Source: an optimization exercise on an open RTL-to-GDS flow (aim: small area, a short achievable clock period and few clock cycles per item). Production flows keep margins and buffers that such runs may drop.
Where RTL was checked, it was by simulation tests only, not by an equivalence proof against the original.

== the previous run ==
==> flow/design.v (excerpt) <==
module mult(
      input  reset,
      input  clk,
      input  [31:0] a_in,
      input  [31:0] b_in,
      input  start,
      output logic [63:0] product,
      output logic done);
clock: 4.0 ns
lec_check: 0
cap_margin: 20
core_margin: 2
core_utilization: 55
cts_buf_list: sky130_fd_sc_hd__clkbuf_8
place_density: 0.7
slew_margin: 20
standard.sh (not shown) runs the stock make flow with config.mk's settings and CLKGATE_MAP_FILE= SYNTH_SCRIPT=/design/flow/synth_recipe.tcl, a recipe that flattens the netlist after the stock synthesis.
==> flow/flow/run.sh <==
#!/bin/bash
# The standard layout (standard.sh) with these changes to its synthesis:
#  - Yosys's early "abc -fast" is skipped (SYNTH_ARGS=-noabc), so extract_fa
#    sees the carry-save tree as the RTL writes it;
#  - port buffers use the smallest buffer (the resizer upsizes where needed).
# Registers, their names and the flatten/rename steps are those of synth_recipe.tcl.
set -euo pipefail
HERE=$(pwd)
export SYNTH_ARGS="-noabc"
export BUFFER_PORTS_ARGS="-buffer_cell sky130_fd_sc_hd__buf_1"
sed 's|^\( *\)extract_fa {\*}\[dont_use_extract_fa_args\]$|\1extract_fa {*}[dont_use_extract_fa_args] * w:og* w:op* %u o:product %u %ci1 %d|' \
  "$FLOW_HOME/scripts/synth.tcl" > synth_x.tcl
grep -q 'o:product %u %ci1 %d' synth_x.tcl
sed -i 's|^\( *\)log_cmd abc {\*}\$abc_args$|\1log_cmd abc {*}$lib_args {*}$lib_dont_use_args -script {+strash;map,-D,1200;buffer;upsize,-D,1200;dnsize,-D,1200} o:product %ci*:-sky130_fd_sc_hd__edfxtp_1\n\1log_cmd abc {*}$abc_args|' synth_x.tcl
grep -q -- '-script {+strash;map,-D,1200;buffer;upsize,-D,1200;dnsize,-D,1200} o:product' synth_x.tcl
sed "s|source \$::env(SCRIPTS_DIR)/synth.tcl|source $HERE/synth_x.tcl|" synth_recipe.tcl > synth_recipe_x.tcl
grep -q "source $HERE/synth_x.tcl" synth_recipe_x.tcl
sed "s|SYNTH_SCRIPT=[^ ]*|SYNTH_SCRIPT=$HERE/synth_recipe_x.tcl|" standard.sh > standard_x.sh
bash standard_x.sh synth > synth.log 2>&1
bash standard.sh > standard.log 2>&1
Testbench counts of the previous run, summed over its fixed seeds: cycles 3,600, items 1,200.
> inputs changed (the previous run -> the current run)
diff --git a/flow/design.v b/flow/design.v
--- a/flow/design.v
+++ b/flow/design.v
@@ -8,39 +8,35 @@
       output logic done);
   logic busy;                
   logic selb;                
   logic [1:0] cnt;
   logic [31:0] sw, cw;     
   logic [10:0] ls, lc;     
   logic [21:0] l;          
   wire [10:0] bsel = selb ? l[10:0] : b_in[10:0];
   logic selc;                
   wire [10:0] bselc = selc ? l[10:0] : b_in[10:0];
-  logic seld;                
-  wire [10:0] bseld = seld ? l[10:0] : b_in[10:0];
-  logic sele;                
-  wire [10:0] bsele = sele ? l[10:0] : b_in[10:0];
   wire [31:0] ws = sw & {32{busy}};
   wire [31:0] wc = cw & {32{busy}};
   wire [11:0] lres = ls + lc;
   wire cyi = busy & lres[11];   
-  wire [31:0] pp0 = a_in & {{8{bsele[0]}}, {8{bseld[0]}}, {8{bselc[0]}}, {8{bsel[0]}}};
-  wire [31:0] pp1 = a_in & {{8{bsele[1]}}, {8{bseld[1]}}, {8{bselc[1]}}, {8{bsel[1]}}};
-  wire [31:0] pp2 = a_in & {{8{bsele[2]}}, {8{bseld[2]}}, {8{bselc[2]}}, {8{bsel[2]}}};
-  wire [31:0] pp3 = a_in & {{8{bsele[3]}}, {8{bseld[3]}}, {8{bselc[3]}}, {8{bsel[3]}}};
-  wire [31:0] pp4 = a_in & {{8{bsele[4]}}, {8{bseld[4]}}, {8{bselc[4]}}, {8{bsel[4]}}};
-  wire [31:0] pp5 = a_in & {{8{bsele[5]}}, {8{bseld[5]}}, {8{bselc[5]}}, {8{bsel[5]}}};
-  wire [31:0] pp6 = a_in & {{8{bsele[6]}}, {8{bseld[6]}}, {8{bselc[6]}}, {8{bsel[6]}}};
-  wire [31:0] pp7 = a_in & {{8{bsele[7]}}, {8{bseld[7]}}, {8{bselc[7]}}, {8{bsel[7]}}};
-  wire [31:0] pp8 = a_in & {{8{bsele[8]}}, {8{bseld[8]}}, {8{bselc[8]}}, {8{bsel[8]}}};
-  wire [31:0] pp9 = a_in & {{8{bsele[9]}}, {8{bseld[9]}}, {8{bselc[9]}}, {8{bsel[9]}}};
-  wire [31:0] pp10 = a_in & {{8{bsele[10]}}, {8{bseld[10]}}, {8{bselc[10]}}, {8{bsel[10]}}};
+  wire [31:0] pp0 = a_in & {{16{bselc[0]}}, {16{bsel[0]}}};
+  wire [31:0] pp1 = a_in & {{16{bselc[1]}}, {16{bsel[1]}}};
+  wire [31:0] pp2 = a_in & {{16{bselc[2]}}, {16{bsel[2]}}};
+  wire [31:0] pp3 = a_in & {{16{bselc[3]}}, {16{bsel[3]}}};
+  wire [31:0] pp4 = a_in & {{16{bselc[4]}}, {16{bsel[4]}}};
+  wire [31:0] pp5 = a_in & {{16{bselc[5]}}, {16{bsel[5]}}};
+  wire [31:0] pp6 = a_in & {{16{bselc[6]}}, {16{bsel[6]}}};
+  wire [31:0] pp7 = a_in & {{16{bselc[7]}}, {16{bsel[7]}}};
+  wire [31:0] pp8 = a_in & {{16{bselc[8]}}, {16{bsel[8]}}};
+  wire [31:0] pp9 = a_in & {{16{bselc[9]}}, {16{bsel[9]}}};
+  wire [31:0] pp10 = a_in & {{16{bselc[10]}}, {16{bsel[10]}}};
   wire s1 = wc[7] ^ ws[7];
   wire c2 = wc[7] & ws[7];
   wire s3 = wc[8] ^ ws[8] ^ pp0[8];
   wire c4 = (wc[8] & ws[8]) | (wc[8] & pp0[8]) | (ws[8] & pp0[8]);
   wire s5 = pp1[7] ^ pp2[6];
   wire c6 = pp1[7] & pp2[6];
   wire s7 = wc[9] ^ ws[9] ^ pp0[9];
   wire c8 = (wc[9] & ws[9]) | (wc[9] & pp0[9]) | (ws[9] & pp0[9]);
   wire s9 = pp1[8] ^ pp2[7] ^ pp3[6];
   wire c10 = (pp1[8] & pp2[7]) | (pp1[8] & pp3[6]) | (pp2[7] & pp3[6]);
@@ -760,28 +756,20 @@
     end
   end
   always_ff @(posedge clk, posedge reset) begin
     if (reset) selb <= 1'b0;
     else selb <= (start || busy) && cnt != 2'd2;
   end
   always_ff @(posedge clk, posedge reset) begin
     if (reset) selc <= 1'b0;
     else selc <= busy ? cnt != 2'd2 : start;
   end
-  always_ff @(posedge clk, posedge reset) begin
-    if (reset) seld <= 1'b0;
-    else seld <= (start || busy) && !cnt[1];
-  end
-  always_ff @(posedge clk, posedge reset) begin
-    if (reset) sele <= 1'b0;
-    else sele <= busy ? !cnt[1] : start;
-  end
   always_ff @(posedge clk) begin
     if (start || busy) begin
       sw <= r0[42:11];
       cw <= r1[42:11];
       ls <= r0[10:0];
       lc <= r1[10:0];
       l <= busy ? {lres[10:0], l[21:11]} : {1'd0, b_in[31:11]};
     end
   end
   assign product[21:0] = l;
Findings:
The current run has completed all stages; timing, DRC and antenna checks passed. Changes observed in the current run relative to the previous run: sequential cell count moved down, sequential cell area share moved down. Relative to the previous run, the worst setup slack of the current run is lower by 0.043 ns. Diff the previous run and the current run: final-stage net count higher in the previous run. A last element of the critical path of cw[1] is what the current run shows, while cw[9] belongs to the previous run.
Testbench counts of the current run, summed over its fixed seeds: cycles 3,600, items 1,200.

* * *

== old ==
Another version of the RTL of mult (not shown whole).
Size: ~110 flip-flops, roughly 130 I/O pins, roughly 16000 um2 of cells after synthesis.
==> flow/design.v (excerpt) <==
module mult(
      input  reset,
      input  clk,
      input  [31:0] a_in,
      input  [31:0] b_in,
      input  start,
      output logic [63:0] product,
      output logic done);
==> flow/config.mk <==
export PLATFORM = sky130hd
export DESIGN_NAME = mult
export DESIGN_NICKNAME = mult
export VERILOG_FILES = /design/flow/design.v
export SDC_FILE = /design/flow/constraint.sdc
export NUM_CORES = 4
export LEC_CHECK = 0
export CAP_MARGIN = 20
export CORE_MARGIN = 2
export CORE_UTILIZATION = 40
export PLACE_DENSITY = 0.6
export SLEW_MARGIN = 20
==> flow/constraint.sdc <==
create_clock -name core_clock -period 4.0 [get_ports {clk}]
set_input_delay 0.8000 -clock core_clock [delete_from_list [all_inputs] [get_ports {clk}]]
set_output_delay 0.8000 -clock core_clock [all_outputs]
set_load 0.01 [all_outputs]
Scripts as last shown in full above: flow/flow/run.sh
The final report for old shows a completed flow and a layout that fails verification, specifically negative setup slack.
For new, these inputs were changed with respect to old:
--- a/flow/design.v
+++ b/flow/design.v
@@ -9,29 +9,31 @@
   logic busy;                
   logic selb;                
   logic [1:0] cnt;
   logic [31:0] sw, cw;     
   logic [10:0] ls, lc;     
   logic [21:0] l;          
   wire [10:0] bsel = selb ? l[10:0] : b_in[10:0];
+  logic selc;                
+  wire [10:0] bselc = selc ? l[10:0] : b_in[10:0];
   wire [31:0] ws = sw & {32{busy}};
   wire [31:0] wc = cw & {32{busy}};
   wire [11:0] lres = ls + lc;
   wire cyi = busy & lres[11];   
-  wire [31:0] pp0 = a_in & {32{bsel[0]}};
-  wire [31:0] pp1 = a_in & {32{bsel[1]}};
-  wire [31:0] pp2 = a_in & {32{bsel[2]}};
-  wire [31:0] pp3 = a_in & {32{bsel[3]}};
-  wire [31:0] pp4 = a_in & {32{bsel[4]}};
-  wire [31:0] pp5 = a_in & {32{bsel[5]}};
-  wire [31:0] pp6 = a_in & {32{bsel[6]}};
-  wire [31:0] pp7 = a_in & {32{bsel[7]}};
-  wire [31:0] pp8 = a_in & {32{bsel[8]}};
-  wire [31:0] pp9 = a_in & {32{bsel[9]}};
-  wire [31:0] pp10 = a_in & {32{bsel[10]}};
+  wire [31:0] pp0 = a_in & {{16{bselc[0]}}, {16{bsel[0]}}};
+  wire [31:0] pp1 = a_in & {{16{bselc[1]}}, {16{bsel[1]}}};
+  wire [31:0] pp2 = a_in & {{16{bselc[2]}}, {16{bsel[2]}}};
+  wire [31:0] pp3 = a_in & {{16{bselc[3]}}, {16{bsel[3]}}};
+  wire [31:0] pp4 = a_in & {{16{bselc[4]}}, {16{bsel[4]}}};
+  wire [31:0] pp5 = a_in & {{16{bselc[5]}}, {16{bsel[5]}}};
+  wire [31:0] pp6 = a_in & {{16{bselc[6]}}, {16{bsel[6]}}};
+  wire [31:0] pp7 = a_in & {{16{bselc[7]}}, {16{bsel[7]}}};
+  wire [31:0] pp8 = a_in & {{16{bselc[8]}}, {16{bsel[8]}}};
+  wire [31:0] pp9 = a_in & {{16{bselc[9]}}, {16{bsel[9]}}};
+  wire [31:0] pp10 = a_in & {{16{bselc[10]}}, {16{bsel[10]}}};
   wire s1 = wc[7] ^ ws[7];
   wire c2 = wc[7] & ws[7];
   wire s3 = wc[8] ^ ws[8] ^ pp0[8];
   wire c4 = (wc[8] & ws[8]) | (wc[8] & pp0[8]) | (ws[8] & pp0[8]);
   wire s5 = pp1[7] ^ pp2[6];
   wire c6 = pp1[7] & pp2[6];
   wire s7 = wc[9] ^ ws[9] ^ pp0[9];
@@ -753,14 +755,18 @@
       end
     end
   end
   always_ff @(posedge clk, posedge reset) begin
     if (reset) selb <= 1'b0;
     else selb <= (start || busy) && cnt != 2'd2;
   end
+  always_ff @(posedge clk, posedge reset) begin
+    if (reset) selc <= 1'b0;
+    else selc <= busy ? cnt != 2'd2 : start;
+  end
   always_ff @(posedge clk) begin
     if (start || busy) begin
       sw <= r0[42:11];
       cw <= r1[42:11];
       ls <= r0[10:0];
       lc <= r1[10:0];
       l <= busy ? {lres[10:0], l[21:11]} : {1'd0, b_in[31:11]};
## What came out
Compared with old, new shows area after synthesis that has gone up slightly. As of new, layout net count had risen by a few percent compared to old. new vs. old: global routing met1 resource utilization went up by 0.55 points. new: PASS, flow complete, no timing, DRC or antenna violations. Summary of new over old: utilization went up by 1.1 points, gate count of the mapped netlist went up by 18, number of gates resized after CTS went down by 2. old -> new: total of plain and repair buffers excluding clock buffers increased by more than 10%. old was smaller in final cell area than new. Higher clock-buffer cell count was reported by new, not old.
Testbench counts of new, summed over its fixed seeds: cycles 3,600, items 1,200.
Only the layout flow was run in old; the RTL was not checked for function there.

-- separate check: timing with driven ports --
The flow's constraints put no driver on any port. The routed layouts listed below were extracted and timed again, unchanged, in two steps. Step 1 sets driving cells, clkbuf_16 on the clock port and buf_2 on the other inputs (assumed; they add their load-dependent delay and slew). Step 2 adds t to the input delays and takes it off the output delays; t is the mean of the earliest and latest rising clock arrival at the registers after step 1. Input paths then give back, and output paths get back, about the clock's delay inside the block. a / b / c = ideal / step 1 / step 2; a / b = the first two.
run	shift t [ns]	slack for setup (ns)	hold slack, ns
the previous run	0.513	0.092 / 0.092 / -0.306	0.229 / 0.203 / 0.501
the current run	0.500	0.049 / 0.049 / -0.272	0.229 / 0.207 / 0.527
old	0.431	-0.027 / -0.027 / -0.267	0.274 / 0.256 / 0.523
new	0.490	0.047 / 0.047 / -0.317	0.266 / 0.230 / 0.510
Met with ideal ports but missed after step 2: setup timing in the previous run, the current run and new. For the previous run, which loses most, drivers alone change the setup slack by 0.000 ns; drivers and shift together by -0.398 ns.
